Source: an optimization exercise on an open RTL-to-GDS flow (aim: small area). Production flows keep margins and buffers that such runs may drop. The RTL was checked by simulation tests, not by an equivalence proof against the original design. Power is estimated from default activity; no workload was simulated.

==> inputs of 12-17 <==
==> flow/design.v <==
module hw_scroll_fsm(reset, clock, max_count, hexs);
	input reset, clock;
	input [27:0] max_count;
	output [41:0] hexs;
	reg [4:0] pos;
	wire [4:0] pos_d;
	wire in_s1;
	wire fire;
	hw_scroll_decode dec(.pos(pos), .fire(fire), .pos_d(pos_d), .in_s1(in_s1), .hexs(hexs));
	localparam [28:0] TPOL = 29'h0aaaaaaa;
	reg [28:0] tq;
	wire [28:0] timer = tq ^ TPOL;
	wire stall = &max_count;
	assign fire = in_s1 | (timer[28] & timer[1] & timer[0] & ~stall);
	always @(posedge clock, posedge reset) begin
		if (reset)
			pos <= 5'd0;
		else
			pos <= pos_d;
	end
	wire [28:0] tq_next;
	wire [28:0] cc;       
	assign tq_next[0] = fire ? ~max_count[0] : ~tq[0];
	assign cc[1] = ~tq[0];
	genvar k;
	generate
		for (k = 1; k < 28; k = k + 1) begin : inc
			if (k % 2 == 0) begin : e
				timer_even b(.t(tq[k]), .c(cc[k]), .load_n(~fire), .m(max_count[k]), .d(tq_next[k]), .cn(cc[k+1]));
			end else begin : o
				timer_odd b(.u(tq[k]), .cn(cc[k]), .load(fire), .m(max_count[k]), .du(tq_next[k]), .c(cc[k+1]));
			end
		end
	endgenerate
	assign tq_next[28] = ~fire & (tq[28] | cc[28]);
	always @(posedge clock)
		tq <= tq_next;
endmodule
module timer_even(t, c, load_n, m, d, cn);
	input t, c, load_n, m;
	output d, cn;
	assign d = load_n ? t ^ c : ~m;
	assign cn = ~(t & c);
endmodule
module timer_odd(u, cn, load, m, du, c);
	input u, cn, load, m;
	output du, c;
	assign du = load ? m : ~(u ^ cn);
	assign c = ~(u | cn);
endmodule
module hw_scroll_decode(pos, fire, pos_d, in_s1, hexs);
	input [4:0] pos;
	input fire;
	output [4:0] pos_d;
	output in_s1;
	output reg [41:0] hexs;
	reg [4:0] pos_next;
	localparam [4:0] S0 = 5'd0;
	localparam [4:0] S1 = 5'd9;
	localparam [4:0] S2 = 5'd8;
	localparam [4:0] S3 = 5'd26;
	localparam [4:0] S4 = 5'd10;
	localparam [4:0] S5 = 5'd15;
	localparam [4:0] S6 = 5'd7;
	localparam [4:0] S7 = 5'd30;
	localparam [4:0] S8 = 5'd16;
	localparam [4:0] S9 = 5'd19;
	localparam [4:0] S10 = 5'd31;
	localparam [4:0] S11 = 5'd4;
	localparam [4:0] S12 = 5'd25;
	localparam [4:0] S13 = 5'd22;
	localparam [4:0] S14 = 5'd29;
	localparam [4:0] S15 = 5'd20;
	localparam [4:0] S16 = 5'd3;
	localparam [4:0] S17 = 5'd11;
	localparam [4:0] S18 = 5'd12;
	assign in_s1 = (pos == S1);
	assign pos_d = (fire | (pos == S0)) ? pos_next : pos;
	always @(*) begin
		case (pos)
			S0: pos_next = S1;
			S1: pos_next = S2;
			S2: pos_next = S3;
			S3: pos_next = S4;
			S4: pos_next = S5;
			S5: pos_next = S6;
			S6: pos_next = S7;
			S7: pos_next = S8;
			S8: pos_next = S9;
			S9: pos_next = S10;
			S10: pos_next = S11;
			S11: pos_next = S12;
			S12: pos_next = S13;
			S13: pos_next = S14;
			S14: pos_next = S15;
			S15: pos_next = S16;
			S16: pos_next = S17;
			S17: pos_next = S18;
			S18: pos_next = S6;
			default: pos_next = {5{1'bx}};
		endcase
	end
	always @(*) begin
		case (pos)
			S0: hexs = 42'h3ffffffffff;
			S1: hexs = 42'h3ffffffffff;
			S2: hexs = 42'h3ffffffff89;
			S3: hexs = 42'h3ffffffc486;
			S4: hexs = 42'h3ffffe24347;
			S5: hexs = 42'h3fff121a3c7;
			S6: hexs = 42'h3f890d1e3c0;
			S7: hexs = 42'h04868f1e07f;
			S8: hexs = 42'h03478f03fc1;
			S9: hexs = 42'h23c781fe0c1;
			S10: hexs = 42'h23c0ff060c0;
			S11: hexs = 42'h207f830602f;
			S12: hexs = 42'h3fc183017c7;
			S13: hexs = 42'h20c180be3a1;
			S14: hexs = 42'h20c05f1d0ff;
			S15: hexs = 42'h202f8e87f89;
			S16: hexs = 42'h17c743fc486;
			S17: hexs = 42'h23a1fe24347;
			S18: hexs = 42'h10ff121a3c7;
			default: hexs = {42{1'bx}};
		endcase
	end
endmodule
==> flow/flow/run.sh <==
#!/bin/bash
# The standard ORFS layout (standard.sh) with these changes:
#  - synthesis maps the logic with ABC using each of the area scripts
#    flow/*.abc in place of ORFS's script and keeps the smallest result
#    (flow/my_synth.tcl is synth_recipe.tcl plus that substitution), without
#    ORFS's half/full-adder extraction (ADDER_MAP_FILE empty);
#  - the port buffers use the smallest buffer cell, sky130_fd_sc_hd__buf_1;
#  - CTS builds the tree from clkbuf_4 and inserts no dummy loads.
# Registers, their names and cell types are those of the standard synthesis.
set -euo pipefail
W=$(pwd)
export MY_ABC_SCRIPTS="$W/flow/s10.abc $W/flow/d1h.abc $W/flow/d5h.abc $W/flow/s14.abc"
bash standard.sh SYNTH_SCRIPT=$W/flow/my_synth.tcl ADDER_MAP_FILE= \
  BUFFER_PORTS_ARGS="-buffer_cell sky130_fd_sc_hd__buf_1" \
  CTS_ARGS="-sink_clustering_enable -repair_clock_nets -buf_list sky130_fd_sc_hd__clkbuf_4 -sink_clustering_size 50 -sink_clustering_max_diameter 200 -dont_use_dummy_load" \
  finish > standard_flow.log 2>&1
==> flow/flow/d1h.abc <==
strash
&get -n
&deepsyn -T 20
&put
dch -f
map -a
mfs2
strash
dch -f
map -a
topo
==> flow/flow/d5h.abc <==
strash
&get -n
&deepsyn -T 20 -S 7
&put
dch -f
map -a
mfs2
strash
dch -f
map -a
topo
==> flow/flow/my_synth.tcl <==
proc synth {args} { yosys synth -nofsm -noshare {*}$args }
# Run ABC with each of our own area-oriented scripts (MY_ABC_SCRIPTS) in
# place of ORFS's, and keep the mapping with the smallest cell area.
proc abc {args} {
  set i [lsearch -exact $args -script]
  set lib [lindex $args [expr {[lsearch -exact $args -liberty] + 1}]]
  yosys design -save my_pre_abc
  set best ""
  set best_area 1e30
  foreach s $::env(MY_ABC_SCRIPTS) {
    yosys design -load my_pre_abc
    yosys abc {*}[lreplace $args [expr {$i + 1}] [expr {$i + 1}] $s]
    set rpt [tee -q -s result.string stat -liberty $lib]
    if { [regexp {Chip area for top module[^:]*:\s*([0-9.]+)} $rpt -> area] ||
         [regexp {Chip area for module[^:]*:\s*([0-9.]+)} $rpt -> area] } {
      puts "ABC script $s: area $area"
      if { $area < $best_area } { set best_area $area; set best $s }
    }
  }
  puts "Using ABC script $best (area $best_area)"
  yosys design -load my_pre_abc
  yosys abc {*}[lreplace $args [expr {$i + 1}] [expr {$i + 1}] $best]
}
source $::env(SCRIPTS_DIR)/synth.tcl
# left out here: clear keep_hierarchy, flatten, clean up, hide names made inside functions, write 1_2_yosys.v
==> flow/flow/s10.abc <==
strash
balance -l; resub -K 6 -l; rewrite -l; resub -K 6 -N 2 -l; refactor -l; resub -K 8 -l; balance -l; resub -K 8 -N 2 -l; rewrite -l; resub -K 10 -l; rewrite -z -l; resub -K 10 -N 2 -l; balance -l; resub -K 12 -l; refactor -z -l; resub -K 12 -N 2 -l; rewrite -z -l; balance -l
balance -l; resub -K 6 -l; rewrite -l; resub -K 6 -N 2 -l; refactor -l; resub -K 8 -l; balance -l; resub -K 8 -N 2 -l; rewrite -l; resub -K 10 -l; rewrite -z -l; resub -K 10 -N 2 -l; balance -l; resub -K 12 -l; refactor -z -l; resub -K 12 -N 2 -l; rewrite -z -l; balance -l
dch -f
map -a
mfs2
strash
balance -l; resub -K 6 -l; rewrite -l; resub -K 6 -N 2 -l; refactor -l; resub -K 8 -l; balance -l; resub -K 8 -N 2 -l; rewrite -l; resub -K 10 -l; rewrite -z -l; resub -K 10 -N 2 -l; balance -l; resub -K 12 -l; refactor -z -l; resub -K 12 -N 2 -l; rewrite -z -l; balance -l
dch -f
map -a
topo
==> flow/flow/s14.abc <==
strash
balance -l; resub -K 6 -l; rewrite -l; resub -K 6 -N 2 -l; refactor -l; resub -K 8 -l; balance -l; resub -K 8 -N 2 -l; rewrite -l; resub -K 10 -l; rewrite -z -l; resub -K 10 -N 2 -l; balance -l; resub -K 12 -l; refactor -z -l; resub -K 12 -N 2 -l; rewrite -z -l; balance -l
balance -l; resub -K 6 -l; rewrite -l; resub -K 6 -N 2 -l; refactor -l; resub -K 8 -l; balance -l; resub -K 8 -N 2 -l; rewrite -l; resub -K 10 -l; rewrite -z -l; resub -K 10 -N 2 -l; balance -l; resub -K 12 -l; refactor -z -l; resub -K 12 -N 2 -l; rewrite -z -l; balance -l
dch -f
map -a
mfs2
strash
balance -l; resub -K 6 -l; rewrite -l; resub -K 6 -N 2 -l; refactor -l; resub -K 8 -l; balance -l; resub -K 8 -N 2 -l; rewrite -l; resub -K 10 -l; rewrite -z -l; resub -K 10 -N 2 -l; balance -l; resub -K 12 -l; refactor -z -l; resub -K 12 -N 2 -l; rewrite -z -l; balance -l
dch -f
map -a
mfs2
strash
dch -f
map -a
topo
==> flow/standard.sh <==
#!/bin/bash
# synth_recipe.tcl (not shown) runs the flow's synth.tcl, then flattens the netlist and writes it again
# the make line also repeats each setting of config.mk as NAME=value (left out here)
make -C /OpenROAD-flow-scripts/flow DESIGN_CONFIG=/design/flow/config.mk WORK_HOME=/design/flow/orfs CLKGATE_MAP_FILE= SYNTH_SCRIPT=/design/flow/synth_recipe.tcl "${@:-finish}"
==> flow/config.mk <==
export PLATFORM = sky130hd
export DESIGN_NAME = hw_scroll_fsm
export DESIGN_NICKNAME = hw_scroll_fsm
export VERILOG_FILES = /design/flow/design.v
export SDC_FILE = /design/flow/constraint.sdc
export NUM_CORES = 4
export LEC_CHECK = 0
export ABC_AREA = 1
export CAP_MARGIN = 20
export CORE_MARGIN = 2
export CORE_UTILIZATION = 40
export CTS_BUF_LIST = sky130_fd_sc_hd__clkbuf_4
export CTS_CLUSTER_DIAMETER = 200
export CTS_CLUSTER_SIZE = 50
export SLEW_MARGIN = 20
export SYNTH_HIERARCHICAL = 1
==> flow/constraint.sdc <==
create_clock -name core_clock -period 10.0 [get_ports {clock}]
set_input_delay 2.0000 -clock core_clock [delete_from_list [all_inputs] [get_ports {clock}]]
set_output_delay 2.0000 -clock core_clock [all_outputs]
set_load 0.01 [all_outputs]
==> inputs of 12-05, as changes to 12-17 <==
--- a/flow/design.v
+++ b/flow/design.v
@@ -68,5 +68,5 @@
 	localparam [4:0] S10 = 5'd31;
 	localparam [4:0] S11 = 5'd4;
-	localparam [4:0] S12 = 5'd25;
+	localparam [4:0] S12 = 5'd24;
 	localparam [4:0] S13 = 5'd22;
 	localparam [4:0] S14 = 5'd29;
==> flow/flow/run.sh (replaced) <==
#!/bin/bash
# The standard ORFS layout (standard.sh) with these changes:
#  - synthesis maps the logic with ABC module by module, trying each of the
#    area scripts flow/*.abc in place of ORFS's script and keeping the
#    smallest mapping of each module (flow/my_synth.tcl is synth_recipe.tcl
#    plus that substitution); the state decoder also gets the slower
#    &deepsyn scripts. ORFS's half/full-adder extraction is off
#    (ADDER_MAP_FILE empty);
#  - the port buffers use the smallest buffer cell, sky130_fd_sc_hd__buf_1;
#  - CTS builds the tree from clkbuf_4 and inserts no dummy loads.
# Registers, their names and cell types are those of the standard synthesis.
set -euo pipefail
W=$(pwd)
F=$W/flow
export MY_ABC_DEFAULT="$F/s10.abc $F/s14.abc $F/s20.abc"
export MY_ABC_PLAN=""
bash standard.sh SYNTH_SCRIPT=$F/my_synth.tcl ADDER_MAP_FILE= \
  BUFFER_PORTS_ARGS="-buffer_cell sky130_fd_sc_hd__buf_1" \
  CTS_ARGS="-sink_clustering_enable -repair_clock_nets -buf_list sky130_fd_sc_hd__clkbuf_4 -sink_clustering_size 50 -sink_clustering_max_diameter 200 -dont_use_dummy_load" \
  finish > standard_flow.log 2>&1
==> flow/flow/dT120S1.abc (new file) <==
strash
&get -n
&deepsyn -T 120 -S 1
&put
dch -f
map -a
mfs2
strash
dch -f
map -a
topo
==> flow/flow/dT120S5.abc (new file) <==
strash
&get -n
&deepsyn -T 120 -S 5
&put
dch -f
map -a
mfs2
strash
dch -f
map -a
topo
==> flow/flow/my_synth.tcl (replaced) <==
proc synth {args} { yosys synth -nofsm -noshare {*}$args }
# Map the logic with ABC module by module: for each module, try each of our
# own area-oriented ABC scripts in place of ORFS's script and keep the
# mapping with the smallest cell area. MY_ABC_PLAN lists "module scripts..."
# entries separated by ";"; modules it does not name use MY_ABC_DEFAULT.
proc my_module_area { lib mod } {
  set rpt [tee -q -s result.string stat -liberty $lib $mod]
  if { [regexp {Chip area for module[^:]*:\s*([0-9.]+)} $rpt -> area] } { return $area }
  return 1e30
}
proc abc {args} {
  set i [lsearch -exact $args -script]
  set lib [lindex $args [expr {[lsearch -exact $args -liberty] + 1}]]
  set plan [dict create]
  foreach entry [split $::env(MY_ABC_PLAN) ";"] {
    set entry [string trim $entry]
    if { $entry ne "" } { dict set plan [lindex $entry 0] [lrange $entry 1 end] }
  }
  set mods [list]
  foreach line [split [tee -q -s result.string select -list =A:top %n] "\n"] { }
  foreach m [split [tee -q -s result.string ls] "\n"] {
    set m [string trim $m]
    if { $m ne "" && ![string match "*modules*" $m] } { lappend mods [string trimleft $m "\\"] }
  }
  puts "ABC per module over: $mods"
  foreach m $mods {
    if { [dict exists $plan $m] } { set scripts [dict get $plan $m] } else { set scripts $::env(MY_ABC_DEFAULT) }
    yosys design -save my_abc_before
    set best_area 1e30
    foreach s $scripts {
      yosys design -load my_abc_before
      yosys abc {*}[lreplace $args [expr {$i + 1}] [expr {$i + 1}] $s] $m
      set area [my_module_area $lib $m]
      puts "ABC module $m script $s: area $area"
      if { $area < $best_area } { set best_area $area; yosys design -save my_abc_best }
    }
    yosys design -load my_abc_best
    puts "ABC module $m: kept area $best_area"
  }
}
source $::env(SCRIPTS_DIR)/synth.tcl
# left out here: clear keep_hierarchy, flatten, clean up, hide names made inside functions, write 1_2_yosys.v
==> flow/flow/s19.abc (new file) <==
strash
balance -l; resub -K 6 -l; rewrite -l; resub -K 6 -N 2 -l; refactor -l; resub -K 8 -l; balance -l; resub -K 8 -N 2 -l; rewrite -l; resub -K 10 -l; rewrite -z -l; resub -K 10 -N 2 -l; balance -l; resub -K 12 -l; refactor -z -l; resub -K 12 -N 2 -l; rewrite -z -l; balance -l
balance -l; resub -K 6 -l; rewrite -l; resub -K 6 -N 2 -l; refactor -l; resub -K 8 -l; balance -l; resub -K 8 -N 2 -l; rewrite -l; resub -K 10 -l; rewrite -z -l; resub -K 10 -N 2 -l; balance -l; resub -K 12 -l; refactor -z -l; resub -K 12 -N 2 -l; rewrite -z -l; balance -l
dch -f
map -a -B 0
mfs2
strash
balance -l; resub -K 6 -l; rewrite -l; resub -K 6 -N 2 -l; refactor -l; resub -K 8 -l; balance -l; resub -K 8 -N 2 -l; rewrite -l; resub -K 10 -l; rewrite -z -l; resub -K 10 -N 2 -l; balance -l; resub -K 12 -l; refactor -z -l; resub -K 12 -N 2 -l; rewrite -z -l; balance -l
dch -f
map -a -B 0
topo
==> flow/flow/s20.abc (new file) <==
strash
balance -l; resub -K 6 -l; rewrite -l; resub -K 6 -N 2 -l; refactor -l; resub -K 8 -l; balance -l; resub -K 8 -N 2 -l; rewrite -l; resub -K 10 -l; rewrite -z -l; resub -K 10 -N 2 -l; balance -l; resub -K 12 -l; refactor -z -l; resub -K 12 -N 2 -l; rewrite -z -l; balance -l
balance -l; resub -K 6 -l; rewrite -l; resub -K 6 -N 2 -l; refactor -l; resub -K 8 -l; balance -l; resub -K 8 -N 2 -l; rewrite -l; resub -K 10 -l; rewrite -z -l; resub -K 10 -N 2 -l; balance -l; resub -K 12 -l; refactor -z -l; resub -K 12 -N 2 -l; rewrite -z -l; balance -l
dch -f
map -a
mfs2 -W 6 -F 4 -D 4
strash
balance -l; resub -K 6 -l; rewrite -l; resub -K 6 -N 2 -l; refactor -l; resub -K 8 -l; balance -l; resub -K 8 -N 2 -l; rewrite -l; resub -K 10 -l; rewrite -z -l; resub -K 10 -N 2 -l; balance -l; resub -K 12 -l; refactor -z -l; resub -K 12 -N 2 -l; rewrite -z -l; balance -l
dch -f
map -a
topo
- CAP_MARGIN: 20 -> 0
- SLEW_MARGIN: 20 -> 0
removed: flow/flow/d1h.abc
removed: flow/flow/d5h.abc
==> summary.txt <==
Run status: 12-17 finished clean; 12-05 finished clean
Netlist area before placement: 12-17 1879 um2; 12-05 1867 um2
Post-detailed-routing wire length: 12-17 5052 um; 12-05 4969 um
Count of TritonRoute iterations in the first routing pass: 12-17 4; 12-05 5
Clk tree area frac: 12-17 1.704%; 12-05 1.705%
Total core area: 12-17 4444 um2; 12-05 4414 um2
Global placer's final weighted congestion: 12-17 1.034; 12-05 0.8669
Leading cell type by number of instances after synthesis: 12-17 sky130_fd_sc_hd__nor2_1; 12-05 sky130_fd_sc_hd__nand2_1
Buffers and inverters on the worst path: 12-17 4; 12-05 2
Share of power burned in registers: 12-17 60.9%; 12-05 63.1%
Met3 Track Usage GR: 12-17 3.750%; 12-05 4.306%
Seq/Total Area, Yosys: 12-17 37.55%; 12-05 37.80%
Slew margin rel.: 12-17 36.39%; 12-05 47.82%
Average vias per placed instance: 12-17 5.169; 12-05 5.202
Share of final layout cell area taken by non-clock buffers: 12-17 12.10%; 12-05 12.44%
Non-filler cells in the finished layout: 12-17 402; 12-05 401
Post-Synth Simple-Gate Area: 12-17 28.96%; 12-05 28.15%
First-pass GRT wire length: 12-17 8666 um; 12-05 8355 um
Met1 routing resource usage after global routing: 12-17 27.23%; 12-05 27.74%
Number of placed cells counting well taps: 12-17 397; 12-05 396
Peak supply drop: 12-17 80.92 uV; 12-05 90.48 uV

## re-timing with driven ports
How much do the figures lean on ideal ports? The routed layouts below were timed once more, with nothing changed but the port constraints. Step 1, drivers: a clkbuf_16 drives clock and a buf_2 each remaining input, both assumed. Step 2, shift: input delay + t, output delay - t, t = (earliest + latest rising clock arrival at the registers) / 2. This alone moves slack from input paths to output paths. a / b / c = ideal / step 1 / step 2; a / b = the first two.
run | t (ns) | setup slack, ns | cell pins on the clock port's net
12-17 | 0.350 | 4.598 / 4.575 / 4.925 | 1
12-05 | 0.336 | 5.133 / 5.109 / 5.445 | 1
After both steps every run listed still meets setup and hold.
